Optimization exercise on an open flow, not production practice. RTL: at most simulated, not proved equivalent. Function not checked: runs 1, 2 and 7. Clock network not from TritonCTS: every run shown here. The clock port is an ideal driver here. Power: default activity.

==> design.v <==
module LZ77_Encoder(clk,reset,chardata,valid,encode,finish,offset,match_len,char_nxt);
input 				clk;
input 				reset;
input 		[7:0] 	chardata;
output  			valid;
output  			encode;
output  			finish;
output 		[3:0] 	offset;
output 		[2:0] 	match_len;
output 	 	[7:0] 	char_nxt;
reg					valid;
reg					finish;
reg			[3:0]	offset;
reg			[2:0]	match_len;
reg			[3:0]	ch;			 
reg					ch5;		 
reg			[3:0]	H [0:8];	 
reg			[6:0]	E [0:8];	 
reg			[11:0]	lfsr;		 
reg					ended;		 
reg			[2:0]	skip;		 
reg					done;		 
integer 	d, j;
assign encode = valid;
assign char_nxt = {2'b00, ch5, 1'b0, ch};
wire		inrange = ~ended;			 
always @(posedge clk or posedge reset)
begin
	if (reset)
	begin
		lfsr <= 12'hce2;
		ended <= 1'b0;
		for (d = 0; d < 9; d = d + 1)
			H[d] <= 4'd0;
	end
	else
	begin
		lfsr <= {lfsr[10:0], lfsr[11] ^ lfsr[10]};
		ended <= ended | (lfsr == 12'h800);
		H[0] <= chardata[3:0] ^ 4'd3;
		for (d = 1; d < 9; d = d + 1)
			H[d] <= H[d-1];
	end
end
always @(posedge clk)
begin
	for (d = 0; d < 9; d = d + 1)
		E[d] <= {E[d][5:0], inrange & ((chardata[3:0] ^ 4'd3) == H[d])};
end
reg			[7:0]	a [0:8];	 
reg			[7:0]	A;			 
reg			[7:0]	sel;		 
reg			[8:0]	M;			 
reg			[2:0]	L;
reg			[3:0]	S;
reg			[3:0]	X;			 
wire		[3:0]	C [0:7];	 
reg					last;		 
assign C[7] = chardata[3:0] ^ 4'd3;
assign C[6] = H[0];
assign C[5] = H[1];
assign C[4] = H[2];
assign C[3] = H[3];
assign C[2] = H[4];
assign C[1] = H[5];
assign C[0] = H[6];
always @(*)
begin
	for (d = 0; d < 9; d = d + 1)
	begin
		a[d][0] = 1'b1;
		for (j = 1; j < 8; j = j + 1)
			a[d][j] = a[d][j-1] & E[d][7-j];
	end
	for (j = 0; j < 8; j = j + 1)
	begin
		A[j] = 1'b0;
		for (d = 0; d < 9; d = d + 1)
			A[j] = A[j] | a[d][j];
	end
	for (j = 0; j < 8; j = j + 1)
		sel[j] = A[j] & ~(j < 7 ? A[j+1] : 1'b0);
	for (d = 0; d < 9; d = d + 1)
		M[d] = |(a[d] & sel);
	S = 4'd0;
	for (d = 0; d < 9; d = d + 1)
		if (M[d]) S = d;
	if (~A[1]) S = 4'd0;
	L = 3'd0;
	X = C[0];
	for (j = 1; j < 8; j = j + 1)
		if (A[j])
		begin
			L = j;
			X = C[j];
		end
	last = 1'b0;
	for (j = 0; j < 8; j = j + 1)
		last = last | (lfsr[j] & A[7-j]);
	last = last & ended;
end
wire				emit = (skip == 3'd0) & ~done;
always @(posedge clk)
begin
	offset <= S;
	match_len <= L;
	ch <= X ^ 4'd3;
	ch5 <= last;
	valid <= emit;
	finish <= done;
end
always @(posedge clk or posedge reset)
begin
	if (reset)
	begin
		skip <= 3'd7;
		done <= 1'b0;
	end
	else
	begin
		skip <= emit ? L : skip - 3'd1;
		done <= done | (emit & last);
	end
end
endmodule
==> flow/run.sh <==
#!/bin/bash
# Own layout flow: the standard flow (standard.sh), with
#  - synthesis by flow/synth.tcl: the standard synthesis script, but ABC
#    maps the logic with an area-oriented script (flow/abc_area.script),
#  - port buffers of buf_2 instead of the default clkdlybuf4s50_1,
#  - a larger setup target for ORFS's timing repair,
#  - a one-level clock tree (flow/cts.tcl) in place of TritonCTS.
# Each step's full output goes to a log file of its own in this folder.
set -euo pipefail
export FLOW_DIR_OWN=$PWD/flow
export OWN_ABC_SCRIPT=$PWD/flow/abc_area.script
export MCT_COLS=${MCT_COLS:-2}
export MCT_ROWS=${MCT_ROWS:-2}
VARS=("SYNTH_SCRIPT=$PWD/flow/synth.tcl" "BUFFER_PORTS_ARGS=-buffer_cell sky130_fd_sc_hd__buf_2" "SETUP_SLACK_MARGIN=7.4")
bash standard.sh "${VARS[@]}" place > flow_place.log 2>&1
bash standard.sh "${VARS[@]}" run RUN_SCRIPT=$PWD/flow/cts.tcl RUN_LOG_NAME_STEM=4_1_cts > flow_cts.log 2>&1
bash standard.sh "${VARS[@]}" finish > flow_finish.log 2>&1
==> flow/abc_area.script <==
strash
&get -n
&st
&dch -f
&nf -R 1000 -a
&put
topo
==> flow/clkbuf.tcl <==
# Manual one-level clock tree: the clock port drives NBUF clkbuf cells, each
# driving the clock pins of one group of registers (split by position).
proc manual_clock_tree { cols rows cell } {
  set db [ord::get_db]
  set block [ord::get_db_block]
  set clk [$block findNet clk]
  set master [$db findMaster $cell]
  set sinks {}
  foreach it [$clk getITerms] {
    set inst [$it getInst]
    set loc [$inst getLocation]
    lappend sinks [list [lindex $loc 0] [lindex $loc 1] $it]
  }
  set n [llength $sinks]
  # split into cols x rows groups of nearly equal size: by x, then by y
  set sinks [lsort -integer -index 0 $sinks]
  set groups {}
  set per [expr {($n + $cols - 1) / $cols}]
  for {set c 0} {$c < $cols} {incr c} {
    set part [lsort -integer -index 1 [lrange $sinks [expr {$c * $per}] [expr {($c + 1) * $per - 1}]]]
    set m [llength $part]
    set per2 [expr {($m + $rows - 1) / $rows}]
    for {set r 0} {$r < $rows} {incr r} {
      lappend groups [lrange $part [expr {$r * $per2}] [expr {($r + 1) * $per2 - 1}]]
    }
  }
  set g 0
  foreach grp $groups {
    if { [llength $grp] == 0 } { continue }
    set sx 0; set sy 0
    foreach s $grp { incr sx [lindex $s 0]; incr sy [lindex $s 1] }
    set cx [expr {$sx / [llength $grp]}]
    set cy [expr {$sy / [llength $grp]}]
    set inst [odb::dbInst_create $block $master "clkbuf_m_$g"]
    set net [odb::dbNet_create $block "clknet_m_$g"]
    $net setSigType CLOCK
    foreach s $grp {
      set it [lindex $s 2]
      $it disconnect
      $it connect $net
    }
    [$inst findITerm A] connect $clk
    [$inst findITerm X] connect $net
    $inst setLocation $cx $cy
    $inst setPlacementStatus PLACED
    incr g
  }
  puts "manual_clock_tree: $n sinks, $g buffers of $cell"
}
==> flow/cts.tcl <==
# Clock tree step in place of ORFS's cts.tcl: the same steps, but the clock
# tree is one level of clock buffers (see clkbuf.tcl) instead of TritonCTS's
# two-level H-tree.
utl::set_metrics_stage "cts__{}"
source $::env(SCRIPTS_DIR)/load.tcl
set mct_cols $::env(MCT_COLS)
set mct_rows $::env(MCT_ROWS)
erase_non_stage_variables cts
load_design 3_place.odb 3_place.sdc
source $::env(FLOW_DIR_OWN)/clkbuf.tcl

set_dont_use $::env(DONT_USE_CELLS)
manual_clock_tree $mct_cols $mct_rows sky130_fd_sc_hd__clkbuf_16
set_propagated_clock [all_clocks]

estimate_parasitics -placement
set_placement_padding -global \
  -left $::env(CELL_PAD_IN_SITES_DETAIL_PLACEMENT) \
  -right $::env(CELL_PAD_IN_SITES_DETAIL_PLACEMENT)
detailed_placement
estimate_parasitics -placement
report_clock_latency
repair_timing_helper
detailed_placement
check_placement -verbose
report_metrics 4 "cts final"

orfs_write_db $::env(RESULTS_DIR)/4_1_cts.odb
orfs_write_sdc $::env(RESULTS_DIR)/4_cts.sdc
==> flow/synth.tcl <==
# The standard synthesis (synth_recipe.tcl), with one change: ABC maps the
# logic with flow/abc_area.script instead of ORFS's speed script. Registers are
# not touched by ABC, so they are the standard synthesis's.
proc synth {args} { yosys synth -nofsm -noshare {*}$args }
proc abc {args} {
  set i [lsearch -exact $args -script]
  if { $i >= 0 } { lset args [expr {$i + 1}] $::env(OWN_ABC_SCRIPT) }
  yosys abc {*}$args
}
source $::env(SCRIPTS_DIR)/synth.tcl
# left out here: clear keep_hierarchy, flatten, clean up, hide names made inside functions, write 1_2_yosys.v
==> standard.sh <==
#!/bin/bash
# synth_recipe.tcl (not shown) runs the flow's synth.tcl, then flattens the netlist and writes it again
# the make line also repeats each setting of config.mk as NAME=value (left out here)
make -C /OpenROAD-flow-scripts/flow DESIGN_CONFIG=/design/flow/config.mk WORK_HOME=/design/flow/orfs CLKGATE_MAP_FILE= SYNTH_SCRIPT=/design/flow/synth_recipe.tcl "${@:-finish}"
==> config.mk <==
export PLATFORM = sky130hd
export DESIGN_NAME = LZ77_Encoder
export DESIGN_NICKNAME = LZ77_Encoder
export VERILOG_FILES = /design/flow/design.v
export SDC_FILE = /design/flow/constraint.sdc
export NUM_CORES = 4
export LEC_CHECK = 0
export CAP_MARGIN = 20
export CORE_MARGIN = 2
export CORE_UTILIZATION = 50
export PLACE_DENSITY = 0.85
export SLEW_MARGIN = 20
==> constraint.sdc <==
create_clock -name core_clock -period 10.0 [get_ports {clk}]
set_input_delay 2.0000 -clock core_clock [delete_from_list [all_inputs] [get_ports {clk}]]
set_output_delay 2.0000 -clock core_clock [all_outputs]
set_load 0.01 [all_outputs]
==> metrics.md, run 1 <==
| Metric | Value |
|---|---|
| Status | `timing/DRC/antenna clean` |
| Period utilization | `0.2712` |
| Die ar. | `9778 sq um` |
| Placed inst area | `4768 sq um` |
| Design area | `5384 sq um` |
| Worst path bufs/invs | `0` |
| Clock Pin Slew Worst Setup and Hold Paths | `around 110 ps` |
| Critical Path RT | `between 10000 and 15000 ps` |
| Met2 wire length | `5.053 mm` |
| Clock Latency Late Sink | `170 ps` |
| EDFF count, synth | `0` |
| Area contributors post-synth | `dfxtp_1 (34%), dfrtp_1 (24%), dfstp_2 (5.3%)` |
| Netlist cell types | `between 40 and 50` |
| Core area | `~8700 sq um` |
| Rows | `34` |
| Ys Warns | `4` |
| M1 WL | `around 4.4 mm` |
| Most frequent cells in the layout | `dfxtp_1 (65), dfrtp_1 (44), nand2_1 (40)` |
| ANT cells | `0` |
| Max Fclk | `between 0.3 and 0.4 GHz` |
| Crit path max fanout | `7` |
| GR Util All Layers | `0.2073` |
| Max rail drop VDD | `between 0.15 and 0.2 mV` |
| Top delay family on crit path | `simple AND/OR/NAND/NOR gates` |
| Critical Path AT | `2790 ps` |
| Slew at the pin with the worst max-slew slack | `between 700 and 800 ps` |
| Initial antenna violation count | `0` |
| P&R area growth vs syn | `19.59%` |
| GRT Residual Overflow | `0` |
| Post-synth top area cell | `dfxtp_1` |
| I/O pin count | `28` |
| Hold Vio Cnt, Final | `0` |
| Detail Route Antenna Nets | `0` |
| Post-synthesis xor/xnor area fraction | `0.01946` |
| Unrepaired setup endpoints after global routing | `yes` |
| Highest routed layer | `met4` |
| Crit path cell chain | `and3_1 -> and3_4 -> a22oi_1 -> nand3_1 -> a211oi_2 -> and4_4 -> nor2_4 -> nand3_1 -> nand4_1 -> a211oi_1 -> nand2_1 -> o21a_1` |
| Dpl cells | `535` |
| First-pass GRT wire length | `16.81 mm` |
| Final period demand of the worst path | `2712 ps` |
| Synth top area share | `0.3424` |
| Routed via count | `~3500` |
| # port buffers | `20` |
| Worst slack, placed | `about 6800 ps` |
| Worst hold slack | `approximately 350 ps` |
| Critical path class | `reg -> reg` |
| Die height | `between 90 and 100 microns` |
| Top cell by count, worst path | `nand3_1` |
| Most common cell after layout, fill and taps aside | `dfxtp_1` |
| Crit-path slowest cell | `dfxtp_1` |
| Setup tns final | `0 ps` |
| Nets | `between 400 and 500` |
| DRC | `0` |
| Max Cap Viol | `0` |
| Drt first pass iters | `5` |
| Post-synthesis mux area share | `0.01195` |
| GPL Wtd Cong | `0.9080` |
| Max-slew headroom | `0.5081` |
| Complex-gate fraction of the synthesized area | `0.1620` |
| Register area share after synthesis | `0.6395` |
| CP peak stage delay | `roughly 360 ps` |
| Mapped Area | `approximately 4500 sq um` |
| Die span in x | `approximately 99 microns` |
| Static Leak | `approximately 2.2 nW` |
| Most used DFF post-synth | `dfxtp_1` |
| Routed vias/inst | `roughly 6.1` |
| Iter 0 DRT Violations | `around 280` |
| Worst setup margin | `7288 ps` |
| Vias in the first global route | `between 3000 and 4000` |
| Final Setup Violations | `0` |
| Syn avg cell area | `~11 sq um` |
| Simple-gate share of the synthesized area | `0.1370` |
| Synth Area in Adders | `0.008338` |
| Met3 Wirelength | `673 microns` |
| Critical path endpoint category | `register` |
| Nature of the critical path startpoint | `register` |
| Final cell count without fillers | `between 500 and 600` |
| FF+latch count, synth | `130` |
| Starting density of the core | `0.5162` |
| Post-synth ARST share | `0.4077` |
| Hold Path Class | `reg -> reg` |
| Fraction of layout cells with a size suffix above 1 | `0.2684` |
| Synth Instances | `408` |
| Max Clock Skew | `between 10 and 15 ps` |
| Main combinational cell family by area after synthesis | `compound AO/OA/AOI/OAI gates` |
| Max-slew violation count | `0` |
| Largest net degree at the start of global routing | `54` |
| Post-DP HPWL | `roughly 7 mm` |
| Final wirelength | `about 11 mm` |
| Routed wire per std cell | `18.58 microns` |
| PD cells | `approximately 170 nW/um^2` |
[where the power goes]
part           leakage, nW  internal [W]  switching, W
Sequential            1.26      0.000568     0.0000261
Combinational        0.940     0.0000675     0.0000804
Clock               0.0493     0.0000746      0.000122
Total                 2.25      0.000710      0.000229
[final cells by class]
| cell class | count | area (sq um) |
|---|---|---|
| fillers | 680 | 3337 |
| inverters | 15 | 68.82 |
| plain buffers | 4 | 100.1 |
| well taps | 108 | 135.1 |
| repair buffers | 52 | 422.9 |
| repair inverters | 1 | 5.005 |
| flip-flops and latches | 130 | 2894 |
| multi-input cells | 260 | 1758 |
[synthesized netlist by cell type (all sizes together), types with 2 or more instances]
library cell,n
nor3b,2
dfstp,9
mux2,3
nand2,41
o21ai,18
o22ai,11
a211oi,2
o211ai,4
and2,4
o21bai,2
clkinv,15
buf,5
dfxtp,77
a221oi,4
nor3,4
ha,3
a22oi,16
nor2,23
o21a,2
nor4,5
o2111ai,10
nand4,8
a21oi,31
a31oi,4
mux2i,2
a32oi,2
and4,2
dfrtp,44
and3,17
xnor2,10
nand3,17
[sequential cells by signal, summed over array words and instances (netlist names)]
register and cells:
lfsr 12, ended 1, ch 4, valid 1
finish 1, H 36, E 63, match_len 3
offset 4, done 1, ch5 1, skip 3
[path summary, 6_finish.rpt]
kind                                 start                    to  slack, ps  depth (start not counted)
min in group asynchronous            reset     H[0][1]$_DFF_PP0_       1910                          2
max reg2reg                E[6][6]$_DFF_P_  offset[1]$_SDFF_PP0_       7290                         12
min                        E[0][0]$_DFF_P_       E[0][1]$_DFF_P_        350                          0
max in group asynchronous            reset     H[3][0]$_DFF_PP0_       7680                          2
max                        E[6][6]$_DFF_P_  offset[1]$_SDFF_PP0_       7290                         12
min reg2reg                E[0][0]$_DFF_P_       E[0][1]$_DFF_P_        350                          0
[what timing repair did]
item / 4_1_cts / 5_1_grt
resized for setup: 43 / 41
endpoints found under the setup margin: 35 / 72
cloned: 1 / 0
hold buffers: 0 / 0
pin swaps: 9 / 19
setup buffers: 17 / 13
[kinds of logic (layout without fill, tap and decap cells)]
family | Yosys count | count (layout)
and+or+nand+nor | 127 | 127
AOI/OAI and AO/OA | 112 | 112
other | 1 | 3
adders and majority gates | 3 | 3
muxes | 5 | 5
xor gates and xnor gates | 10 | 10
DFF | 130 | 130
buffers and inverters | 20 | 72
[per-layer routing]
metal  global-route usage  up-vias
met5                    0        -
li1                     -     1604
met4              0.06955        0
met1               0.2829     1677
met3              0.01844       43
met2               0.3503      167
[per-stage QoR]
stage | total power (W) | utilization
3_5_place_dp | 0.0007266 | 0.5468
2_1_floorplan | 0.0006826 | -
6_report | 0.0009383 | 0.6174
5_1_grt | 0.0009813 | 0.6174
3_3_place_gp | 0.0007189 | 0.5468
==> inputs of run 2 (changes only) <==
--- a/design.v
+++ b/design.v
@@ -24,5 +24,5 @@
 assign encode = valid;
 assign char_nxt = {2'b00, ch5, 1'b0, ch};
-wire		inrange = ~ended;			 
+wire		inrange1 = ~ended | lfsr[0];
 always @(posedge clk or posedge reset)
 begin
@@ -43,13 +43,16 @@
 	end
 end
+reg			[6:0]	Ev [0:8];	 
+always @(*)
+	for (d = 0; d < 9; d = d + 1)
+		Ev[d] = {E[d][6:1], E[d][0] & inrange1};
 always @(posedge clk)
 begin
 	for (d = 0; d < 9; d = d + 1)
-		E[d] <= {E[d][5:0], inrange & ((chardata[3:0] ^ 4'd3) == H[d])};
+		E[d] <= {Ev[d][5:0], (chardata[3:0] ^ 4'd3) == H[d]};
 end
 reg			[7:0]	a [0:8];	 
 reg			[7:0]	A;			 
-reg			[7:0]	sel;		 
-reg			[8:0]	M;			 
+reg			[3:0]	off [1:7];	 
 reg			[2:0]	L;
 reg			[3:0]	S;
@@ -71,5 +74,5 @@
 		a[d][0] = 1'b1;
 		for (j = 1; j < 8; j = j + 1)
-			a[d][j] = a[d][j-1] & E[d][7-j];
+			a[d][j] = a[d][j-1] & Ev[d][7-j];
 	end
 	for (j = 0; j < 8; j = j + 1)
@@ -79,13 +82,12 @@
 			A[j] = A[j] | a[d][j];
 	end
-	for (j = 0; j < 8; j = j + 1)
-		sel[j] = A[j] & ~(j < 7 ? A[j+1] : 1'b0);
-	for (d = 0; d < 9; d = d + 1)
-		M[d] = |(a[d] & sel);
+	for (j = 1; j < 8; j = j + 1)
+	begin
+		off[j] = 4'd0;
+		for (d = 0; d < 9; d = d + 1)
+			if (a[d][j]) off[j] = d;
+	end
+	L = 3'd0;
 	S = 4'd0;
-	for (d = 0; d < 9; d = d + 1)
-		if (M[d]) S = d;
-	if (~A[1]) S = 4'd0;
-	L = 3'd0;
 	X = C[0];
 	for (j = 1; j < 8; j = j + 1)
@@ -93,4 +95,5 @@
 		begin
 			L = j;
+			S = off[j];
 			X = C[j];
 		end
==> metrics.md, run 2 <==
| Metric | Value |
|---|---|
| Status | `timing/DRC/antenna clean` |
| Worst r2r src | `E[4][6]$_DFF_P_` |
| Routed wire per std cell | `16.56 microns (-11%)` |
| Max Cap Viol | `0 (unchanged)` |
| Final period demand of the worst path | `2635 ps (-76.92 ps)` |
| Critical path class | `reg -> out` |
| Most used DFF post-synth | `dfxtp_1` |
| Die ar. | `10110 sq um (+3.4%)` |
| Post-DP HPWL | `6.620 mm (-3.0%)` |
| Most common cell after layout, fill and taps aside | `dfxtp_1` |
| # hold bufs at CTS | `0 (unchanged)` |
| First-pass GRT wire length | `15.70 mm (-6.6%)` |
| Max-slew violation count | `0 (unchanged)` |
| Drt first pass iters | `5 (unchanged)` |
| I/O pin count | `28 (unchanged)` |
| Fraction of layout cells with a size suffix above 1 | `0.1545 (-0.1139)` |
| Most common cell in the netlist | `dfxtp_1` |
| Most frequent cells in the layout | `dfxtp_1 (65), dfrtp_1 (44), a21oi_1 (42)` |
| Period utilization | `0.2635 (-0.007692)` |
| Max reg flops | `63 (unchanged)` |
| Mapped Area | `4661 sq um (+3.5%)` |
| Critical path startpoint | `valid$_DFF_P_` |
| CP peak stage delay | `360 ps (about the same)` |
| Worst path bufs/invs | `1 (+1)` |
| Max-slew headroom | `0.5032 (-0.004923)` |
| Slew at the pin with the worst max-slew slack | `739.5 ps (+3.286 ps)` |
| Unrepaired setup endpoints after global routing | `yes` |
| Design Power | `0.0009066 W (-3.4%)` |
| Worst setup margin | `7365 ps (+76.92 ps)` |
| Syn avg cell area | `10.69 sq um (-3.1%)` |
| Nets | `481 (+0.84%)` |
| Nature of the critical path startpoint | `register` |
| Crit-path slowest cell | `dfxtp_2` |
| PD cells | `173.5 nW/um^2 (-0.42%)` |
| Filler cell count | `748 (+10%)` |
| P&R area growth vs syn | `12.08%` |
| Netlist cell types | `42 (unchanged)` |
| Reg with most FFs | `E` |
| Simple-gate share of the synthesized area | `0.1487 (+0.01170)` |
| Static Leak | `2.176 nW (-3.3%)` |
| Final Setup Violations | `0 (unchanged)` |
| Final cell count without fillers | `577 (+1.2%)` |
| Synth Area in Adders | `0.008054 (-0.0002843)` |
| Post-synthesis mux area share | `0.008591 (-0.003360)` |
| Final wirelength | `9.558 mm (-9.8%)` |
| Setup tns final | `0 ps (unchanged)` |
| Hold Vio Cnt, Final | `0 (unchanged)` |
| Synth top cells by count | `dfxtp_1 (77), a21oi_1 (44), dfrtp_1 (44), nand2_1 (40), o21ai_0 (26)` |
| Complex-gate fraction of the synthesized area | `0.1248 (-0.03720)` |
| Crit path cell chain | `buf_6` |
| Post-synthesis xor/xnor area fraction | `0.06953 (+0.05007)` |
| Largest net degree at the start of global routing | `54 (unchanged)` |
| Hold Path Class | `reg -> reg` |
| Starting density of the core | `0.5092 (-0.006985)` |
| Top delay family on crit path | `flip-flops` |
| Synth top area share | `0.3307 (-0.01167)` |
| GRT Residual Overflow | `0 (unchanged)` |
| Biggest regs | `E x63, H x36, lfsr x12` |
| Critical path endpoint category | `output port` |
| Max Clock Skew | `13.04 ps (+1.604 ps)` |
| # port buffers | `20 (unchanged)` |
| Post-synth ARST share | `0.4077 (unchanged)` |
| Core area | `9153 sq um (+4.9%)` |
| Detail Route Antenna Nets | `0 (unchanged)` |
| Max rail drop VDD | `0.1625 mV (about the same)` |
| Register area share after synthesis | `0.6177 (-0.02180)` |
| Rows | `35 (+2.9%)` |
| HP Start | `E[4][4]$_DFF_P_` |
| FF+latch count, synth | `130 (unchanged)` |
| EDFF count, synth | `0 (unchanged)` |
| Critical Path AT | `630 ps (-2160 ps)` |
| Worst slack, placed | `7109 ps (+281.4 ps)` |
| Routed vias/inst | `5.841 (-4.6%)` |
| Die height | `100.5 microns (+1.7%)` |
| Routed via count | `3370 (-3.5%)` |
| Dpl cells | `564 (+5.4%)` |
| GR Util All Layers | `0.1889 (-0.01842)` |
| Initial antenna violation count | `0 (unchanged)` |
| Crit path max fanout | `2 (-5)` |
| Main combinational cell family by area after synthesis | `simple AND/OR/NAND/NOR gates` |
| Max Fclk | `0.3796 GHz (+2.9%)` |
| GPL Wtd Cong | `0.8497 (-6.4%)` |
| Vias in the first global route | `3258 (-3.8%)` |
| Critical Path RT | `8000 ps (-2080 ps)` |
| Synth Instances | `436 (+6.9%)` |
| Post-synth top area cell | `dfxtp_1` |
| ANT cells | `0 (unchanged)` |
| Ys Warns | `6 (+2)` |
| Clock Pin Slew Worst Setup and Hold Paths | `120 ps (about the same)` |
| Die span in x | `100.5 microns (+1.7%)` |
| Clock Latency Late Sink | `170 ps (about the same)` |
| Iter 0 DRT Violations | `255 (-9.9%)` |
| DRC | `0 (unchanged)` |
| Area contributors post-synth | `dfxtp_1 (33%), dfrtp_1 (24%), dfstp_2 (5.1%)` |
## run 2: cell types whose count changed after synthesis, sizes merged, moves of 4 or more
cell and delta:
o21ai +8, nor3 +6, a22oi -14, o2111ai -10, nor4 +7, xor2 +18
and3 -5, o22ai -7, xnor2 +9, a21oi +13, and2 +4
## run 2: final cells by class
class	count	area [sq um]	share of cell area
well taps	111	138.9	0.02659
inverters	17	66.31	0.01269
repair buffers	29	247.7	0.04743
plain buffers	4	100.1	0.01916
multi-input cells	286	1774	0.3396
flip-flops and latches	130	2897	0.5545
## run 2: report_power, final
part           switching (W)  internal, W  total (W)
Combinational      0.0000654    0.0000557   0.000121
Sequential         0.0000250     0.000564   0.000589
Clock               0.000122    0.0000746   0.000196
Total               0.000212     0.000694   0.000907
## run 2: per-layer routing
layer,vias to the layer above,wire length (microns),GRT usage
met5,-,0,0
met4,0,233,0.04004
met3,21,540,0.01803
met2,118,4599,0.3175
met1,1633,4185,0.2682
li1,1598,-,-
## run 2: path summary, 6_finish.rpt
path | slack [ps] | depth (start not counted) | end
setup / recovery | 7370 | 1 | encode
hold / removal | 350 | 0 | E[4][5]$_DFF_P_
setup reg to reg | 7510 | 11 | offset[0]$_DFF_P_
hold reg to reg | 350 | 0 | E[4][5]$_DFF_P_
max in group asynchronous | 7690 | 2 | H[7][3]$_DFF_PP0_
min in group asynchronous | 1910 | 2 | H[1][1]$_DFF_PP0_
## run 2: worst register-to-register path: stages, from the launching register on
cell and delay (ps):
dfxtp_4 380, a222oi_1 440, and3_1 260, nand4_1 100, buf_6 160, o32ai_1 270
a21oi_1 110, nor2_1 110, a21oi_1 50, o21ai_0 200, a22oi_1 130, o22ai_2 190
## run 2: cell families (layout without fill, tap and decap cells)
logic type,after synthesis,after routing
AND/OR/NAND/NOR,140,140
flip-flops,130,130
AO/OA/AOI/OAI,99,99
XOR/XNOR,37,37
buffers and inverters,22,50
multiplexers,4,4
adder cells (fa/ha/maj),3,3
other,1,3
## run 2: timing repair
item | 4_1_cts | 5_1_grt
setup buffers | 6 | 3
endpoints found under the setup margin | 31 | 74
gates resized for setup | 10 | 42
pin swaps | 3 | 12
## run 2: metrics by stage
stage	utilization	hold slack [ps]	area (sq um)
after global placement	0.5322	330.4	4871
after floorplan	-	323.6	4669
after global routing	0.5707	357.7	5224
after detailed placement	0.5327	330.4	4876
final	0.5707	354.7	5224
==> inputs of run 3 (changes only) <==
--- a/design.v
+++ b/design.v
@@ -15,6 +15,6 @@
 reg			[3:0]	ch;			 
 reg					ch5;		 
-reg			[3:0]	H [0:8];	 
-reg			[6:0]	E [0:8];	 
+reg			[3:0]	H [0:9];	 
+reg			[5:0]	E [0:8];	 
 reg			[11:0]	lfsr;		 
 reg					ended;		 
@@ -31,5 +31,5 @@
 		lfsr <= 12'hce2;
 		ended <= 1'b0;
-		for (d = 0; d < 9; d = d + 1)
+		for (d = 0; d < 10; d = d + 1)
 			H[d] <= 4'd0;
 	end
@@ -39,16 +39,16 @@
 		ended <= ended | (lfsr == 12'h800);
 		H[0] <= chardata[3:0] ^ 4'd3;
-		for (d = 1; d < 9; d = d + 1)
+		for (d = 1; d < 10; d = d + 1)
 			H[d] <= H[d-1];
 	end
 end
-reg			[6:0]	Ev [0:8];	 
+reg			[8:0]	En;
 always @(*)
 	for (d = 0; d < 9; d = d + 1)
-		Ev[d] = {E[d][6:1], E[d][0] & inrange1};
+		En[d] = inrange1 & (H[0] == H[d+1]);
 always @(posedge clk)
 begin
 	for (d = 0; d < 9; d = d + 1)
-		E[d] <= {Ev[d][5:0], (chardata[3:0] ^ 4'd3) == H[d]};
+		E[d] <= {E[d][4:0], En[d]};
 end
 reg			[7:0]	a [0:8];	 
@@ -73,6 +73,7 @@
 	begin
 		a[d][0] = 1'b1;
-		for (j = 1; j < 8; j = j + 1)
-			a[d][j] = a[d][j-1] & Ev[d][7-j];
+		for (j = 1; j < 7; j = j + 1)
+			a[d][j] = a[d][j-1] & E[d][6-j];
+		a[d][7] = a[d][6] & En[d];
 	end
 	for (j = 0; j < 8; j = j + 1)
--- a/config.mk
+++ b/config.mk
@@ -8,5 +8,5 @@
 export CAP_MARGIN = 20
 export CORE_MARGIN = 2
-export CORE_UTILIZATION = 50
+export CORE_UTILIZATION = 70
 export PLACE_DENSITY = 0.85
 export SLEW_MARGIN = 20
==> metrics.md, run 3 <==
| Metric | Value |
|---|---|
| DRC | `0 (unchanged)` |
| HP Start | `E[6][1]$_DFF_P_` |
| Core area | `6314 sq um (-31%)` |
| Max Cap Viol | `0 (unchanged)` |
| Largest net degree at the start of global routing | `58 (+7.4%)` |
| Reg with most FFs | `E` |
| Post-synth top area cell | `dfxtp_1` |
| Nature of the critical path startpoint | `register` |
| Max Fclk | `0.3809 GHz (+0.34%)` |
| Routed wire per std cell | `17.61 microns (+6.3%)` |
| Vias in the first global route | `3215 (-1.3%)` |
| First-pass GRT wire length | `15.26 mm (-2.9%)` |
| Static Leak | `2.155 nW (-0.92%)` |
| Filler cell count | `423 (-43%)` |
| Worst hold slack | `350.8 ps (-3.926 ps)` |
| Final wirelength | `9.386 mm (-1.8%)` |
| Post-DP HPWL | `6.724 mm (+1.6%)` |
| Synth top area share | `0.2979 (-0.03282)` |
| Post-synth ARST share | `0.4560 (+0.04831)` |
| Hold Path Class | `reg -> reg` |
| Ys Warns | `5 (-1)` |
| Starting density of the core | `0.7237 (+0.2145)` |
| Area contributors post-synth | `dfxtp_1 (30%), dfrtp_1 (26%), xnor2_1 (7.1%)` |
| P&R area growth vs syn | `9.009%` |
| Mapped Area | `4569 sq um (-2.0%)` |
| Synth top cells by count | `dfxtp_1 (68), nand2_1 (51), dfrtp_1 (48), xnor2_1 (37)` |
| Most common cell in the netlist | `dfxtp_1` |
| Final Setup Violations | `0 (unchanged)` |
| Die span in x | `84.80 microns (-16%)` |
| GPL Wtd Cong | `0.9496 (+12%)` |
| Most used DFF post-synth | `dfxtp_1` |
| Hold EP | `E[6][2]$_DFF_P_` |
| Clock Pin Slew Worst Setup and Hold Paths | `110 ps (about the same)` |
| Nets | `471 (-2.1%)` |
| Slew at the pin with the worst max-slew slack | `713.6 ps (-25.94 ps)` |
| Die height | `84.80 microns (-16%)` |
| FF+latch count, synth | `125 (-3.8%)` |
| Status | `timing/DRC/antenna clean` |
| Most common cell after layout, fill and taps aside | `dfxtp_1` |
| Routed via count | `3281 (-2.6%)` |
| Reg2Reg Capture Point | `offset[1]$_DFF_P_` |
| Post-layout util | `0.7889 (+0.2182)` |
| Max-slew headroom | `0.5233 (+0.02006)` |
| R2R Setup Slk | `7520 ps (about the same)` |
| Top delay family on crit path | `flip-flops` |
| Crit-path slowest cell | `dfxtp_2` |
| Fraction of layout cells with a size suffix above 1 | `0.1272 (-0.02731)` |
| Max reg flops | `54 (-14%)` |
| Critical path class | `reg -> out` |
| Routed vias/inst | `6.156 (+5.4%)` |
| # hold bufs at CTS | `0 (unchanged)` |
| ANT cells | `0 (unchanged)` |
| GR Util All Layers | `0.2607 (+0.07184)` |
| Synth Instances | `430 (-1.4%)` |
| # port buffers | `20 (unchanged)` |
| Worst path bufs/invs | `1 (unchanged)` |
| Critical path endpoint category | `output port` |
| Unrepaired setup endpoints after global routing | `yes` |
| Hold depth | `0 (unchanged)` |
| Biggest regs | `E x54, H x40, lfsr x12` |
| CP peak stage delay | `330 ps (-30 ps)` |
| EDFF count, synth | `0 (unchanged)` |
| Most frequent cells in the layout | `dfxtp_1 (61), nand2_1 (51), dfrtp_1 (45)` |
| Crit path max fanout | `2 (unchanged)` |
| Hold Vio Cnt, Final | `0 (unchanged)` |
| GRT Residual Overflow | `0 (unchanged)` |
| I/O pin count | `28 (unchanged)` |
| Rows | `29 (-17%)` |
| Max rail drop VDD | `0.1870 mV (+15%)` |
| Netlist cell types | `40 (-4.8%)` |
| Iter 0 DRT Violations | `281 (+10%)` |
| Crit path cell chain | `buf_2` |
| Detail Route Antenna Nets | `0 (unchanged)` |
| Register area share after synthesis | `0.6125 (-0.005177)` |
| PD cells | `175.1 nW/um^2 (+0.92%)` |
| Path depth of the worst reg2reg path | `12 (+1)` |
| Setup tns final | `0 ps (unchanged)` |
| Final period demand of the worst path | `2626 ps (-9.050 ps)` |
| Clock Latency Late Sink | `170 ps (about the same)` |
| Critical Path AT | `630 ps (about the same)` |
| Max Clock Skew | `5.829 ps (-7.209 ps)` |
| Initial antenna violation count | `0 (unchanged)` |
| Period utilization | `0.2626 (-0.0009050)` |
| Die ar. | `7190 sq um (-29%)` |
| Worst r2r src | `E[4][5]$_DFF_P_` |
| Drt first pass iters | `5 (unchanged)` |
| Syn avg cell area | `10.63 sq um (-0.59%)` |
| Max-slew violation count | `0 (unchanged)` |
| Critical Path RT | `8000 ps (about the same)` |
run 3: cell types whose count changed in the layout (fill, tap and decap cells not counted), sizes merged, moves of 4 or more:
cell,delta
a21oi,-21
xnor2,+18
xor2,-18
nand2,+11
dfxtp,-9
nor4,-8
and3,+6
nand4,+6
nor2,+5
nor3,+5
buf,-4
dfrtp,+4
o22a,+4
run 3: worst register-to-register path, cell delays in order (launching register included):
cell,delay [ps]
dfxtp_1,370
a22oi_1,250
nand3_1,140
nor2_1,190
nand4_1,290
nor3_1,330
a21oi_1,80
o22ai_1,150
a22oi_1,130
o22ai_1,160
a22o_1,150
nand2_1,50
o21ai_0,100
run 3: final cells by class:
| cell class | count | area, sq um | share of cell area |
|---|---|---|---|
| tap | 77 | 96.34 | 0.01934 |
| sequential | 125 | 2811 | 0.5644 |
| inverter | 13 | 51.30 | 0.01030 |
| buffer | 4 | 100.1 | 0.02010 |
| multi-input combinational | 289 | 1740 | 0.3494 |
| timing repair buffer | 25 | 181.4 | 0.03642 |
run 3: timing repair:
item                                    4_1_cts  5_1_grt
setup buffers                                 3        0
resized for setup                            11       15
pin swaps                                     2        0
endpoints found under the setup margin       24       22
run 3: report_power, final:
part           switching (W)  total [W]  internal, W
Clock               0.000118   0.000193    0.0000744
Combinational      0.0000575   0.000111    0.0000535
Sequential         0.0000255   0.000569     0.000543
run 3: stage by stage:
step | cells | setup slack [ps] | power [W] | instance area, sq um
after global placement | 525 | 7138 | 0.0006726 | 4750
after floorplan | 432 | 7515 | 0.0006465 | 4583
after detailed placement | 525 | 7021 | 0.0006786 | 4750
final | 533 | 7374 | 0.0008724 | 4981
after global routing | 533 | 7338 | 0.0009077 | 4981
run 3: logic make-up (layout without fill, tap and decap cells):
kind of cell / Yosys count / after routing / share of synthesized area
AO/OA/AOI/OAI: 84 / 84 / 0.1131
other: 1 / 3 / 0.0008207
buffers and inverters: 18 / 42 / 0.01890
adder cells (fa/ha/maj): 3 / 3 / 0.008216
AND/OR/NAND/NOR: 158 / 158 / 0.1668
XOR/XNOR: 37 / 37 / 0.07092
multiplexers: 4 / 4 / 0.008763
flip-flops: 125 / 125 / 0.6125
run 3: worst max path at each step:
stage,from,cells after the start,end,slack (ps)
floorplan,valid$_DFF_P_,1,valid,7510
global placement,E[5][5]$_DFF_P_,9,done$_DFF_PP0_,7140
detailed placement,E[5][5]$_DFF_P_,9,done$_DFF_PP0_,7020
CTS,H[0][1]$_DFF_PP0_,10,done$_DFF_PP0_,7380
global route,H[0][2]$_DFF_PP0_,8,done$_DFF_PP0_,7340
finish,valid$_DFF_P_,1,valid,7370
run 3: layer usage:
metal | global-route usage | share of wire
met5 | 0 | 0
met4 | 0.06349 | 0.020
met3 | 0.02557 | 0.056
met2 | 0.4567 | 0.50
met1 | 0.3538 | 0.42
Testbench counts of run 3, summed over its fixed seeds: cycles 12,332.
==> inputs of run 4 (changes only) <==
--- a/flow/run.sh
+++ b/flow/run.sh
@@ -12,5 +12,5 @@
 export MCT_COLS=${MCT_COLS:-2}
 export MCT_ROWS=${MCT_ROWS:-2}
-VARS=("SYNTH_SCRIPT=$PWD/flow/synth.tcl" "BUFFER_PORTS_ARGS=-buffer_cell sky130_fd_sc_hd__buf_2" "SETUP_SLACK_MARGIN=7.4")
+VARS=("SYNTH_SCRIPT=$PWD/flow/synth.tcl" "BUFFER_PORTS_ARGS=-buffer_cell sky130_fd_sc_hd__buf_2" "SETUP_SLACK_MARGIN=7.47")
 bash standard.sh "${VARS[@]}" place > flow_place.log 2>&1
 bash standard.sh "${VARS[@]}" run RUN_SCRIPT=$PWD/flow/cts.tcl RUN_LOG_NAME_STEM=4_1_cts > flow_cts.log 2>&1
==> metrics.md, run 4 <==
| Metric | Value |
|---|---|
| Initial antenna violation count | `0 (unchanged)` |
| Mapped Area | `4569 sq um (unchanged)` |
| Nets | `472 (+0.21%)` |
| Max-slew violation count | `0 (unchanged)` |
| First-pass GRT wire length | `15.32 mm (+0.41%)` |
| Netlist cell types | `40 (unchanged)` |
| CP peak stage delay | `350 ps (+20 ps)` |
| Syn avg cell area | `10.63 sq um (unchanged)` |
| Fraction of layout cells with a size suffix above 1 | `0.1400 (+0.01285)` |
| GPL Wtd Cong | `0.9496 (unchanged)` |
| Crit path max fanout | `2 (unchanged)` |
| Static Leak | `2.165 nW (+0.46%)` |
| Slew at the pin with the worst max-slew slack | `707.6 ps (-5.944 ps)` |
| Max Cap Viol | `0 (unchanged)` |
| Most frequent cells in the layout | `dfxtp_1 (61), nand2_1 (51), dfrtp_1 (44)` |
| Iter 0 DRT Violations | `332 (+18%)` |
| Critical Path RT | `8000 ps (about the same)` |
| Design area | `5014 sq um (+0.65%)` |
| Max rail drop VDD | `0.1864 mV (-0.34%)` |
| Largest net degree at the start of global routing | `58 (unchanged)` |
| Routed via count | `3320 (+1.2%)` |
| GR Util All Layers | `0.2615 (+0.0007879)` |
| Vias in the first global route | `3230 (+0.47%)` |
| Area contributors post-synth | `dfxtp_1 (30%), dfrtp_1 (26%), xnor2_1 (7.1%)` |
| Detail Route Antenna Nets | `0 (unchanged)` |
| Die height | `84.80 microns (unchanged)` |
| Hold depth | `0 (unchanged)` |
| Final period demand of the worst path | `2631 ps (+5.740 ps)` |
| Post-synth top area cell | `dfxtp_1` |
| Biggest regs | `E x54, H x40, lfsr x12` |
| Max Fclk | `0.3800 GHz (-0.22%)` |
| Critical path class | `reg -> out` |
| Starting density of the core | `0.7237 (unchanged)` |
| Clock Pin Slew Worst Setup and Hold Paths | `110 ps (about the same)` |
| Unrepaired setup endpoints after global routing | `yes` |
| Critical Path AT | `630 ps (about the same)` |
| Synth Instances | `430 (unchanged)` |
| Most common cell after layout, fill and taps aside | `dfxtp_1` |
| Status | `timing/DRC/antenna clean` |
| Ys Warns | `5 (unchanged)` |
| Worst path bufs/invs | `1 (unchanged)` |
| Final Setup Violations | `0 (unchanged)` |
| Die ar. | `7190 sq um (unchanged)` |
| Core area | `6314 sq um (unchanged)` |
| Placed inst area | `4750 sq um (unchanged)` |
| Final wirelength | `9.420 mm (+0.36%)` |
| Die span in x | `84.80 microns (unchanged)` |
| Synth top cells by count | `dfxtp_1 (68), nand2_1 (51), dfrtp_1 (48), xnor2_1 (37)` |
| Synth top area share | `0.2979 (unchanged)` |
| FF+latch count, synth | `125 (unchanged)` |
| # port buffers | `20 (unchanged)` |
| PD cells | `174.8 nW/um^2 (-0.20%)` |
| Worst setup margin | `7369 ps (-5.740 ps)` |
| Rows | `29 (unchanged)` |
| Register area share after synthesis | `0.6125 (unchanged)` |
| Routed wire per std cell | `17.64 microns (+0.17%)` |
| Routed vias/inst | `6.217 (+1.0%)` |
| Post-synth ARST share | `0.4560 (unchanged)` |
| DRC | `0 (unchanged)` |
| Period utilization | `0.2631 (+0.0005740)` |
| P&R area growth vs syn | `9.721%` |
| Reg2Reg Capture Point | `done$_DFF_PP0_` |
| Max Clock Skew | `12.49 ps (+6.658 ps)` |
| I/O pin count | `28 (unchanged)` |
| Filler cell count | `415 (-1.9%)` |
| GRT Residual Overflow | `0 (unchanged)` |
| Worst r2r src | `E[4][5]$_DFF_P_` |
| Hold Vio Cnt, Final | `0 (unchanged)` |
| Hold Path Class | `reg -> reg` |
| Drt first pass iters | `4 (-1)` |
| Crit path cell chain | `buf_6` |
| Reg with most FFs | `E` |
| Path depth of the worst reg2reg path | `8 (-4)` |
| Most common cell in the netlist | `dfxtp_1` |
| HP Start | `E[6][1]$_DFF_P_` |
| Nature of the critical path startpoint | `register` |
| EDFF count, synth | `0 (unchanged)` |
| Clock Latency Late Sink | `170 ps (about the same)` |
| ANT cells | `0 (unchanged)` |
| Critical path endpoint category | `output port` |
| Hold EP | `E[6][2]$_DFF_P_` |
| Post-DP HPWL | `6.724 mm (unchanged)` |
| Worst slack, placed | `7021 ps (unchanged)` |
| Max-slew headroom | `0.5272 (+0.003972)` |
| Top delay family on crit path | `flip-flops` |
| Setup tns final | `0 ps (unchanged)` |
| Max reg flops | `54 (unchanged)` |
| Crit-path slowest cell | `dfxtp_2` |
| R2R Setup Slk | `7500 ps (-20 ps)` |
| Most used DFF post-synth | `dfxtp_1` |
[run 4: cells by family (layout without fill, tap and decap cells)]
kind of cell / Yosys count / after routing / share of synthesized area
multiplexers: 4 / 4 / 0.008763
adder cells (fa/ha/maj): 3 / 3 / 0.008216
buffers and inverters: 18 / 43 / 0.01890
flip-flops: 125 / 125 / 0.6125
XOR/XNOR: 37 / 37 / 0.07092
AND/OR/NAND/NOR: 158 / 158 / 0.1668
other: 1 / 3 / 0.0008207
AO/OA/AOI/OAI: 84 / 84 / 0.1131
[run 4: worst max-delay path by stage]
stage / depth (start not counted) / slack [ps] / end / startpoint
2_1_floorplan: 1 / 7510 / valid / valid$_DFF_P_
3_3_place_gp: 9 / 7140 / done$_DFF_PP0_ / E[5][5]$_DFF_P_
3_5_place_dp: 9 / 7020 / done$_DFF_PP0_ / E[5][5]$_DFF_P_
4_1_cts: 10 / 7380 / done$_DFF_PP0_ / H[0][1]$_DFF_PP0_
5_1_grt: 1 / 7350 / valid / valid$_DFF_P_
6_report: 1 / 7370 / encode / valid$_DFF_P_
[run 4: repair_timing]
action | CTS | global route
gates cloned | 0 | 0
setup endpoints to repair | 75 | 26
hold buffers | 0 | 0
pin swaps | 2 | 2
hold endpoints to repair | 0 | 0
resized for setup | 12 | 24
buffers inserted | 3 | 2
[run 4: layer usage]
layer	wire, microns	vias up	track usage
met2	4720	116	0.4560
met1	3971	1621	0.3536
met3	519	16	0.02655
li1	-	1567	-
met4	209	0	0.06926
met5	0	-	0
[run 4: worst register-to-register path, stage by stage (launching register included)]
cell and delay (ps):
dfxtp_1 390, and3_1 270, and3_1 250, nand2_1 110
nand4_1 140, or4_1 750, nand2_1 150, a41oi_1 150
a21o_1 210
[run 4: power by group]
part | leakage [nW] | total, W | switching (W) | internal (W)
registers | 1.22 | 0.000570 | 0.0000264 | 0.000543
logic | 0.892 | 0.000113 | 0.0000577 | 0.0000555
clock network | 0.0493 | 0.000194 | 0.000119 | 0.0000745
[run 4: final cells by class]
class	instances	area, sq um	share of cell area
tap	77	96.34	0.01922
timing repair buffer	26	186.4	0.03718
multi-input combinational	289	1762	0.3514
buffer	4	100.1	0.01997
inverter	13	56.30	0.01123
sequential	125	2813	0.5610
[run 4: metrics by stage]
stage	hold WS [ps]	total power [W]	instances	util
final	348.2	0.0008763	534	0.7941
after floorplan	323.6	0.0006465	432	-
after global placement	328.7	0.0006726	525	0.7523
after global routing	360.2	0.0009114	534	0.7941
after detailed placement	332.5	0.0006786	525	0.7523
==> inputs of run 5 (changes only) <==
--- a/flow/run.sh
+++ b/flow/run.sh
@@ -12,5 +12,5 @@
 export MCT_COLS=${MCT_COLS:-2}
 export MCT_ROWS=${MCT_ROWS:-2}
-VARS=("SYNTH_SCRIPT=$PWD/flow/synth.tcl" "BUFFER_PORTS_ARGS=-buffer_cell sky130_fd_sc_hd__buf_2" "SETUP_SLACK_MARGIN=7.47")
+VARS=("SYNTH_SCRIPT=$PWD/flow/synth.tcl" "BUFFER_PORTS_ARGS=-buffer_cell sky130_fd_sc_hd__buf_2" "SETUP_SLACK_MARGIN=7.25")
 bash standard.sh "${VARS[@]}" place > flow_place.log 2>&1
 bash standard.sh "${VARS[@]}" run RUN_SCRIPT=$PWD/flow/cts.tcl RUN_LOG_NAME_STEM=4_1_cts > flow_cts.log 2>&1
==> metrics.md, run 5 <==
| Metric | Value |
|---|---|
| Status | `timing/DRC/antenna clean` |
| Critical Path RT | `8000 ps (about the same)` |
| Biggest regs | `E x54, H x40, lfsr x12` |
| Critical Path AT | `620 ps (about the same)` |
| Worst path bufs/invs | `1 (unchanged)` |
| Highest routed layer | `met4` |
| I/O pin count | `28 (unchanged)` |
| Final cell count without fillers | `530 (-0.75%)` |
| Setup tns final | `0 ps (unchanged)` |
| Worst slack, placed | `7170 ps (+148.7 ps)` |
| Critical path class | `reg -> out` |
| Crit path max fanout | `2 (unchanged)` |
| Crit path cell chain | `buf_2` |
| Post-synth top area cell | `dfxtp_1` |
| Clock Pin Slew Worst Setup and Hold Paths | `110 ps (about the same)` |
| Path depth of the worst reg2reg path | `12 (+4)` |
| Vias in the first global route | `3281 (+1.6%)` |
| Routed via count | `3253 (-2.0%)` |
| Max-slew violation count | `0 (unchanged)` |
| Fraction of layout cells with a size suffix above 1 | `0.09934 (-0.04071)` |
| Routed vias/inst | `6.138 (-1.3%)` |
| Unrepaired setup endpoints after global routing | `yes` |
| Ys Warns | `5 (unchanged)` |
| Worst setup margin | `7385 ps (+15.89 ps)` |
| Hold Path Class | `reg -> reg` |
| # hold bufs at CTS | `0 (unchanged)` |
| Design Power | `0.0008599 W (-1.9%)` |
| Most used DFF post-synth | `dfxtp_1` |
| Iter 0 DRT Violations | `218 (-34%)` |
| Clock Latency Late Sink | `170 ps (about the same)` |
| Main combinational cell family by area after synthesis | `simple AND/OR/NAND/NOR gates` |
| Reg with most FFs | `E` |
| Mapped Area | `4569 sq um (unchanged)` |
| Met2 wire length | `4.815 mm (+2.0%)` |
| GRT Residual Overflow | `0 (unchanged)` |
| Synth top cells by count | `dfxtp_1 (68), nand2_1 (51), dfrtp_1 (48), xnor2_1 (37)` |
| Nets | `468 (-0.85%)` |
| Register area share after synthesis | `0.6125 (unchanged)` |
| Logic pwr share | `0.120 (-0.009)` |
| Final period demand of the worst path | `2615 ps (-15.89 ps)` |
| Post-synthesis mux area share | `0.008762 (unchanged)` |
| Max-slew headroom | `0.3766 (-0.1506)` |
| Area contributors post-synth | `dfxtp_1 (30%), dfrtp_1 (26%), xnor2_1 (7.1%)` |
| Slew at the pin with the worst max-slew slack | `934.0 ps (+226.4 ps)` |
| R2R Setup Slk | `7390 ps (-110 ps)` |
| ANT cells | `0 (unchanged)` |
| Largest net degree at the start of global routing | `58 (unchanged)` |
| Clock power share | `0.222 (about the same)` |
| Worst r2r src | `E[4][5]$_DFF_P_` |
| P&R area growth vs syn | `7.010%` |
| Post-synthesis xor/xnor area fraction | `0.07092 (unchanged)` |
| Synth top area share | `0.2979 (unchanged)` |
| Net switching fraction of the power | `0.2289 (-0.003100)` |
| Starting density of the core | `0.7237 (unchanged)` |
| Hold Vio Cnt, Final | `0 (unchanged)` |
| Die ar. | `7190 sq um (unchanged)` |
| Max Fclk | `0.3823 GHz (+0.61%)` |
| Most frequent cells in the layout | `dfxtp_1 (68), nand2_1 (51), dfrtp_1 (46)` |
| Met3 Wirelength | `563 microns (+8.5%)` |
| Die height | `84.80 microns (unchanged)` |
| Post-synth ARST share | `0.4560 (unchanged)` |
| Synth Area in Adders | `0.008215 (unchanged)` |
| Sequential power share | `0.658 (+0.008)` |
| GPL Wtd Cong | `0.8809 (-7.2%)` |
| Max reg flops | `54 (unchanged)` |
| Switching power | `0.0001968 W (-3.2%)` |
| Drt first pass iters | `5 (+1)` |
| Hold depth | `0 (unchanged)` |
| Post-DP HPWL | `6.753 mm (+0.43%)` |
| Worst hold slack | `348.5 ps (+0.2630 ps)` |
| Max Cap Viol | `0 (unchanged)` |
| Netlist cell types | `40 (unchanged)` |
| Reg2Reg Capture Point | `offset[1]$_DFF_P_` |
| Routed wire per std cell | `17.59 microns (-0.30%)` |
| FF+latch count, synth | `125 (unchanged)` |
| Period utilization | `0.2615 (-0.001589)` |
| Die span in x | `84.80 microns (unchanged)` |
| Nature of the critical path startpoint | `register` |
| Syn avg cell area | `10.63 sq um (unchanged)` |
| Final wirelength | `9.321 mm (-1.1%)` |
| Top delay family on crit path | `flip-flops` |
| Rows | `29 (unchanged)` |
| # port buffers | `20 (unchanged)` |
| Final Setup Violations | `0 (unchanged)` |
| Internal Power | `0.0006631 W (-1.5%)` |
| DRC | `0 (unchanged)` |
| Core area | `6314 sq um (unchanged)` |
| Max Clock Skew | `10.44 ps (-2.047 ps)` |
| Hold EP | `E[1][4]$_DFF_P_` |
| EDFF count, synth | `0 (unchanged)` |
| Detail Route Antenna Nets | `0 (unchanged)` |
| Synth Instances | `430 (unchanged)` |
| Complex-gate fraction of the synthesized area | `0.1131 (unchanged)` |
| Initial antenna violation count | `0 (unchanged)` |
| Dpl cells | `526 (+0.19%)` |
| Max rail drop VDD | `0.2534 mV (+36%)` |
| Simple-gate share of the synthesized area | `0.1668 (unchanged)` |
| Most common cell after layout, fill and taps aside | `dfxtp_1` |
| Crit-path slowest cell | `dfxtp_1` |
| Most common cell in the netlist | `dfxtp_1` |
| PD cells | `175.9 nW/um^2 (+0.61%)` |
| First-pass GRT wire length | `15.46 mm (+0.90%)` |
| HP Start | `E[1][3]$_DFF_P_` |
| Critical path endpoint category | `output port` |
| CP peak stage delay | `330 ps (-20 ps)` |
| GR Util All Layers | `0.2651 (+0.003625)` |
| M1 WL | `3.778 mm (-4.9%)` |
| Static Leak | `2.110 nW (-2.5%)` |
==> run 5: routing by layer <==
layer,up-vias,GRT usage
li1,1557,-
met1,1580,0.3556
met2,105,0.4732
met3,11,0.02360
met4,0,0.05916
met5,-,0
==> run 5: worst reg2reg max path: stages (launching register included) <==
cell,delay (ps)
dfxtp_1,380
a22oi_1,270
nand3_1,130
nor2_1,160
nand4_1,410
nor3_1,340
a21oi_1,100
o22ai_1,150
a22oi_1,120
o22ai_1,170
a22o_1,160
nand2_1,50
o21ai_0,100
==> run 5: layout make-up <==
class,instances,area (sq um)
Multi-Input combinational cell,289,1723
Fill cell,407,1424
Sequential cell,125,2801
Inverter,13,53.80
Tap cell,77,96.34
Buffer,4,100.1
Timing Repair Buffer,22,115.1
==> run 5: power by group through the flow <==
stage	clock (W)	combinational, W	sequential (W)
floorplan	0	0.0000708	0.000576
global placement	0	0.0000978	0.000575
detailed placement	0	0.000102	0.000576
CTS	0.000193	0.000103	0.000566
global route	0.000208	0.000117	0.000571
finish	0.000191	0.000104	0.000566
==> run 5: through the flow <==
| stage | area (sq um) | utilization |
|---|---|---|
| detailed placement | 4752 | 0.7527 |
| finish | 4890 | 0.7745 |
| global placement | 4752 | 0.7527 |
| global route | 4890 | 0.7745 |
| floorplan | 4578 | - |
==> run 5: repair_timing <==
item	CTS	global route
hold endpoints to repair	0	0
endpoints found under the setup margin	1	5
resized for setup	2	9
cloned	0	0
pin swaps	0	0
setup buffers	0	0
==> run 5: how the worst max path moves through the flow <==
stage	from	end	cells after the start
global route	reset	H[0][2]$_DFF_PP0_	2
floorplan	E[5][5]$_DFF_P_	done$_DFF_PP0_	9
finish	valid$_DFF_P_	valid	1
CTS	E[8][5]$_DFF_P_	done$_DFF_PP0_	9
global placement	reset	H[9][1]$_DFF_PP0_	2
detailed placement	E[8][5]$_DFF_P_	done$_DFF_PP0_	9
==> run 5: cell families after synthesis <==
| logic type | count (synthesis) |
|---|---|
| adder cells (fa/ha/maj) | 3 |
| multiplexers | 4 |
| buffers and inverters | 18 |
| AND/OR/NAND/NOR | 158 |
| AO/OA/AOI/OAI | 84 |
| flip-flops | 125 |
| XOR/XNOR | 37 |
| other | 1 |
==> inputs of run 6 (changes only) <==
--- a/flow/run.sh
+++ b/flow/run.sh
@@ -12,5 +12,5 @@
 export MCT_COLS=${MCT_COLS:-2}
 export MCT_ROWS=${MCT_ROWS:-2}
-VARS=("SYNTH_SCRIPT=$PWD/flow/synth.tcl" "BUFFER_PORTS_ARGS=-buffer_cell sky130_fd_sc_hd__buf_2" "SETUP_SLACK_MARGIN=7.25")
+VARS=("SYNTH_SCRIPT=$PWD/flow/synth.tcl" "BUFFER_PORTS_ARGS=-buffer_cell sky130_fd_sc_hd__buf_2" "SETUP_SLACK_MARGIN=7.33")
 bash standard.sh "${VARS[@]}" place > flow_place.log 2>&1
 bash standard.sh "${VARS[@]}" run RUN_SCRIPT=$PWD/flow/cts.tcl RUN_LOG_NAME_STEM=4_1_cts > flow_cts.log 2>&1
==> metrics.md, run 6 <==
| Metric | Value |
|---|---|
| Max-slew headroom | `0.4881 (+0.1115)` |
| Crit path max fanout | `1 (-1)` |
| # port buffers | `20 (unchanged)` |
| Fraction of layout cells with a size suffix above 1 | `0.1013 (+0.001984)` |
| P&R area growth vs syn | `7.202%` |
| Period utilization | `0.2613 (about the same)` |
| Hold Vio Cnt, Final | `0 (unchanged)` |
| Hold Path Class | `reg -> reg` |
| Rows | `29 (unchanged)` |
| CP peak stage delay | `330 ps (about the same)` |
| Static Leak | `2.116 nW (+0.28%)` |
| Unrepaired setup endpoints after global routing | `yes` |
| Worst setup margin | `7387 ps (+2.170 ps)` |
| Post-DP HPWL | `6.753 mm (unchanged)` |
| Post-synth ARST share | `0.4560 (unchanged)` |
| Most frequent cells in the layout | `dfxtp_1 (68), nand2_1 (51), dfrtp_1 (46)` |
| Netlist cell types | `40 (unchanged)` |
| Mapped Area | `4569 sq um (unchanged)` |
| Worst slack, placed | `7170 ps (unchanged)` |
| Final period demand of the worst path | `2613 ps (-2.170 ps)` |
| Clock Latency Late Sink | `170 ps (about the same)` |
| Top delay family on crit path | `flip-flops` |
| Post-layout util | `0.7759 (+0.001387)` |
| Ys Warns | `5 (unchanged)` |
| FF+latch count, synth | `125 (unchanged)` |
| Area contributors post-synth | `dfxtp_1 (30%), dfrtp_1 (26%), xnor2_1 (7.1%)` |
| Max rail drop VDD | `0.2508 mV (-1.0%)` |
| Max reg flops | `54 (unchanged)` |
| Routed via count | `3272 (+0.58%)` |
| Syn avg cell area | `10.63 sq um (unchanged)` |
| Slew at the pin with the worst max-slew slack | `766.2 ps (-167.8 ps)` |
| Register area share after synthesis | `0.6125 (unchanged)` |
| GPL Wtd Cong | `0.8809 (unchanged)` |
| Filler cell count | `408 (+0.25%)` |
| Die height | `84.80 microns (unchanged)` |
| Synth top area share | `0.2979 (unchanged)` |
| Most common cell in the netlist | `dfxtp_1` |
| Worst r2r src | `E[5][5]$_DFF_P_` |
| # hold bufs at CTS | `0 (unchanged)` |
| Biggest regs | `E x54, H x40, lfsr x12` |
| Routed vias/inst | `6.162 (+0.39%)` |
| Crit path cell chain | `buf_2` |
| Nature of the critical path startpoint | `register` |
| Starting density of the core | `0.7237 (unchanged)` |
| Detail Route Antenna Nets | `0 (unchanged)` |
| Global Route met1 Usage | `0.3556 (unchanged)` |
| Nets | `469 (+0.21%)` |
| Clock Pin Slew Worst Setup and Hold Paths | `110 ps (about the same)` |
| Reg with most FFs | `E` |
| Crit-path slowest cell | `dfxtp_1` |
| Max-slew violation count | `0 (unchanged)` |
| Die span in x | `84.80 microns (unchanged)` |
| Synth Instances | `430 (unchanged)` |
| M2 GR Usage | `0.4732 (unchanged)` |
| Core area | `6314 sq um (unchanged)` |
| Die ar. | `7190 sq um (unchanged)` |
| Worst path bufs/invs | `1 (unchanged)` |
| Routed wire per std cell | `17.53 microns (-0.30%)` |
| Most common cell after layout, fill and taps aside | `dfxtp_1` |
| DRC | `0 (unchanged)` |
| Final wirelength | `9.311 mm (-0.11%)` |
| Status | `timing/DRC/antenna clean` |
| Critical Path AT | `610 ps (about the same)` |
| Initial antenna violation count | `0 (unchanged)` |
| EDFF count, synth | `0 (unchanged)` |
| Iter 0 DRT Violations | `225 (+3.2%)` |
| PD cells | `175.5 nW/um^2 (-0.22%)` |
| Most used DFF post-synth | `dfxtp_1` |
| Max Fclk | `0.3827 GHz (about the same)` |
| GRT Residual Overflow | `0 (unchanged)` |
| ANT cells | `0 (unchanged)` |
| Largest net degree at the start of global routing | `58 (unchanged)` |
| Critical path class | `reg -> out` |
| Met3 usage | `0.02360 (unchanged)` |
| First-pass GRT wire length | `15.46 mm (unchanged)` |
| Vias in the first global route | `3281 (unchanged)` |
| Drt first pass iters | `5 (unchanged)` |
| Synth top cells by count | `dfxtp_1 (68), nand2_1 (51), dfrtp_1 (48), xnor2_1 (37)` |
| Critical path startpoint | `ch[1]$_DFF_P_` |
| Critical path endpoint category | `output port` |
| Max Cap Viol | `0 (unchanged)` |
| Post-synth top area cell | `dfxtp_1` |
| GR Util All Layers | `0.2651 (unchanged)` |
| I/O pin count | `28 (unchanged)` |
| Final Setup Violations | `0 (unchanged)` |
| Critical Path RT | `8000 ps (about the same)` |
| GRT Max-Usage Layer | `met2` |
| Setup tns final | `0 ps (unchanged)` |
| Max Clock Skew | `12.78 ps (+2.344 ps)` |
| HP Start | `E[1][3]$_DFF_P_` |
==> run 6: layout make-up <==
class	instances	area [sq um]	area share
Buffer	4	100.1	0.02043
Inverter	13	55.05	0.01124
Timing Repair Buffer	23	122.6	0.02503
Tap cell	77	96.34	0.01967
Multi-Input combinational cell	289	1723	0.3517
Sequential cell	125	2801	0.5719
==> run 6: cells by family (layout without fill, tap and decap cells) <==
family / count (synthesis) / in the layout / share of synthesized area
compound gates: 84 / 84 / 0.1131
xor+xnor: 37 / 37 / 0.07092
fa+ha+maj: 3 / 3 / 0.008216
buf+inv: 18 / 40 / 0.01890
flops: 125 / 125 / 0.6125
mux: 4 / 4 / 0.008763
other cells: 1 / 3 / 0.0008207
simple gates: 158 / 158 / 0.1668
==> run 6: stage by stage <==
step	cell area, sq um	instances	hold slack (ps)	total power (W)
detailed placement	4752	526	329.3	0.0006783
global route	4898	531	362.7	0.0008961
finish	4898	531	345.0	0.0008596
floorplan	4578	432	323.6	0.0006465
global placement	4752	526	328.5	0.0006725
==> run 6: final timing paths <==
kind                                      to  slack (ps)  cells after the start
min reg2reg                  E[1][4]$_DFF_P_         350                      0
max reg2reg                   done$_DFF_PP0_        7410                     10
min                          E[1][4]$_DFF_P_         350                      0
min in group asynchronous  H[2][1]$_DFF_PP0_        1930                      2
max in group asynchronous  H[0][2]$_DFF_PP0_        7590                      2
max                              char_nxt[1]        7390                      1
==> run 6: repair_timing <==
item	in CTS	in global routing
buffers inserted	0	1
pin swaps	0	1
resized for setup	3	9
endpoints found under the setup margin	2	55
==> run 6: layer usage <==
layer  vias to the layer above  share of wire
met5                         -              0
li1                       1557              -
met2                       119           0.51
met4                         0          0.019
met3                        15          0.061
met1                      1581           0.41
==> run 6: report_power, final <==
group / internal (W) / switching (W)
logic: 0.0000474 / 0.0000567
registers: 0.000542 / 0.0000241
clock network: 0.0000743 / 0.000115
total: 0.000663 / 0.000196
==> inputs of run 7 (changes only) <==
--- a/design.v
+++ b/design.v
@@ -104,5 +104,6 @@
 	last = last & ended;
 end
-wire				emit = (skip == 3'd0) & ~done;
+wire				lasttok = valid & ch5;		 
+wire				emit = (skip == 3'd0) & ~done & ~lasttok;
 always @(posedge clk)
 begin
@@ -112,5 +113,5 @@
 	ch5 <= last;
 	valid <= emit;
-	finish <= done;
+	finish <= done | (lasttok & ended);
 end
 always @(posedge clk or posedge reset)
@@ -124,5 +125,5 @@
 	begin
 		skip <= emit ? L : skip - 3'd1;
-		done <= done | (emit & last);
+		done <= done | lasttok;
 	end
 end
==> metrics.md, run 7 <==
| Metric | Value |
|---|---|
| Status | `timing/DRC/antenna clean` |
| EDFF count, synth | `0 (unchanged)` |
| Detail Route Antenna Nets | `0 (unchanged)` |
| Core area | `6350 sq um (+0.57%)` |
| Post-synth top area cell | `dfxtp_1` |
| Unrepaired setup endpoints after global routing | `yes` |
| Critical Path AT | `650 ps (+40 ps)` |
| Final period demand of the worst path | `2651 ps (+38.07 ps)` |
| Crit path cell chain | `buf_2` |
| FF+latch count, synth | `125 (unchanged)` |
| Max Cap Viol | `0 (unchanged)` |
| Critical path class | `reg -> out` |
| Final wirelength | `10.03 mm (+7.7%)` |
| Synth top area share | `0.2970 (-0.0008947)` |
| CP peak stage delay | `350 ps (+20 ps)` |
| Register area share after synthesis | `0.6107 (-0.001839)` |
| Routed vias/inst | `6.216 (+0.88%)` |
| Max Fclk | `0.3772 GHz (-1.4%)` |
| P&R area growth vs syn | `11.06%` |
| Final Setup Violations | `0 (unchanged)` |
| Die height | `84.92 microns (+0.14%)` |
| I/O pin count | `28 (unchanged)` |
| Worst path bufs/invs | `1 (unchanged)` |
| Routed via count | `3394 (+3.7%)` |
| Clock Pin Slew Worst Setup and Hold Paths | `110 ps (about the same)` |
| Drt first pass iters | `5 (unchanged)` |
| Rows | `29 (unchanged)` |
| Critical Path RT | `8000 ps (about the same)` |
| Most frequent cells in the layout | `dfxtp_1 (61), dfrtp_1 (44), nand2_1 (37)` |
| Post-layout util | `0.8016 (+0.02571)` |
| Routed wire per std cell | `18.37 microns (+4.8%)` |
| Netlist cell types | `42 (+5.0%)` |
| GRT Residual Overflow | `0 (unchanged)` |
| Die ar. | `7211 sq um (+0.28%)` |
| Period utilization | `0.2651 (+0.003807)` |
| Iter 0 DRT Violations | `228 (+1.3%)` |
| GR Util All Layers | `0.2637 (-0.001455)` |
| Syn avg cell area | `10.58 sq um (-0.39%)` |
| Max-slew violation count | `0 (unchanged)` |
| Nets | `484 (+3.2%)` |
| Die span in x | `84.92 microns (+0.14%)` |
| Most common cell after layout, fill and taps aside | `dfxtp_1` |
| Critical path endpoint category | `output port` |
| Area contributors post-synth | `dfxtp_1 (30%), dfrtp_1 (26%), xnor2_1 (6.9%)` |
| Static Leak | `2.160 nW (+2.1%)` |
| ANT cells | `0 (unchanged)` |
| Met3 Wirelength | `498 microns (-12%)` |
| Post-synth ARST share | `0.4560 (unchanged)` |
| Mapped Area | `4583 sq um (+0.30%)` |
| Crit-path slowest cell | `dfxtp_2` |
| Starting density of the core | `0.7218 (-0.001968)` |
| Max reg flops | `54 (unchanged)` |
| Slew at the pin with the worst max-slew slack | `623.3 ps (-142.9 ps)` |
| GPL Wtd Cong | `0.8680 (-1.5%)` |
| Reg with most FFs | `E` |
| Hold Vio Cnt, Final | `0 (unchanged)` |
| Nature of the critical path startpoint | `register` |
| Largest net degree at the start of global routing | `58 (unchanged)` |
| Fraction of layout cells with a size suffix above 1 | `0.1791 (+0.07778)` |
| Setup tns final | `0 ps (unchanged)` |
| PD cells | `172.1 nW/um^2 (-1.9%)` |
| Max Clock Skew | `9.418 ps (-3.367 ps)` |
| Crit path max fanout | `3 (+2)` |
| # hold bufs at CTS | `0 (unchanged)` |
| Top delay family on crit path | `flip-flops` |
| Vias in the first global route | `3310 (+0.88%)` |
| Synth top cells by count | `dfxtp_1 (68), dfrtp_1 (48), nand2_1 (43), xnor2_1 (36), a21oi_1 (35)` |
| Worst hold slack | `352.8 ps (+7.811 ps)` |
| Clock Latency Late Sink | `170 ps (about the same)` |
| M1 WL | `4.096 mm (+8.6%)` |
| Biggest regs | `E x54, H x40, lfsr x12` |
==> run 7: power breakdown <==
group	total [W]	switching, W	internal, W
sequential	0.000569	0.0000260	0.000543
clock	0.000195	0.000120	0.0000745
combinational	0.000113	0.0000611	0.0000515
==> run 7: cells by family (layout without fill, tap and decap cells) <==
group	Yosys count	in the layout	synth area share
and+or+nand+nor	152	152	0.1627
DFF	125	125	0.6107
AOI/OAI and AO/OA	92	92	0.1168
xor gates and xnor gates	37	37	0.07071
buffers and inverters	18	52	0.01884
muxes	5	5	0.01119
adders and majority gates	3	3	0.008191
other	1	3	0.0008182
==> run 7: worst paths after layout <==
kind	slack (ps)	depth (start not counted)	from	to
worst max-delay path	7350	1	valid$_DFF_P_	valid
worst min-delay path	350	0	E[3][0]$_DFF_P_	E[3][1]$_DFF_P_
worst max register to register	7400	9	E[8][5]$_DFF_P_	ch5$_DFF_P_
worst min register to register	350	0	E[3][0]$_DFF_P_	E[3][1]$_DFF_P_
max in group asynchronous	7700	3	reset	H[9][3]$_DFF_PP0_
min in group asynchronous	1790	2	reset	H[0][0]$_DFF_PP0_
==> run 7: timing repair <==
action                                  4_1_cts  5_1_grt
endpoints found under the setup margin        4        9
resized for setup                            15       28
pin swaps                                     4        9
setup buffers                                 2       10
==> run 7: final cells by class <==
class,count,area [sq um]
buffer,4,100.1
fill,388,1260
inverter,13,50.05
multi-input combinational,292,1800
sequential,125,2818
tap,77,96.34
timing repair buffer,35,225.2
==> run 7: metrics by stage <==
step / instance area, sq um / setup slack (ps) / power [W] / std cells
final: 5090 / 7349 / 0.0008760 / 546
after global routing: 5090 / 7311 / 0.0009093 / 546
after detailed placement: 4768 / 6783 / 0.0006858 / 529
after global placement: 4768 / 6927 / 0.0006802 / 529
after floorplan: 4594 / 7474 / 0.0006536 / 435
==> run 7: layer usage <==
metal / vias to the layer above / global-route usage
met4: 0 / 0.04762
met3: 20 / 0.03113
met1: 1668 / 0.3379
met2: 114 / 0.4882
met5: - / 0
li1: 1592 / -

Check on run 7: ideal ports give 7.349 ns setup slack; a clkbuf_16 on the clock port and buf_2 on the inputs give 7.268 ns; moving port delays by the midpoint clock arrival (0.247 ns) as well gives 7.398 ns.
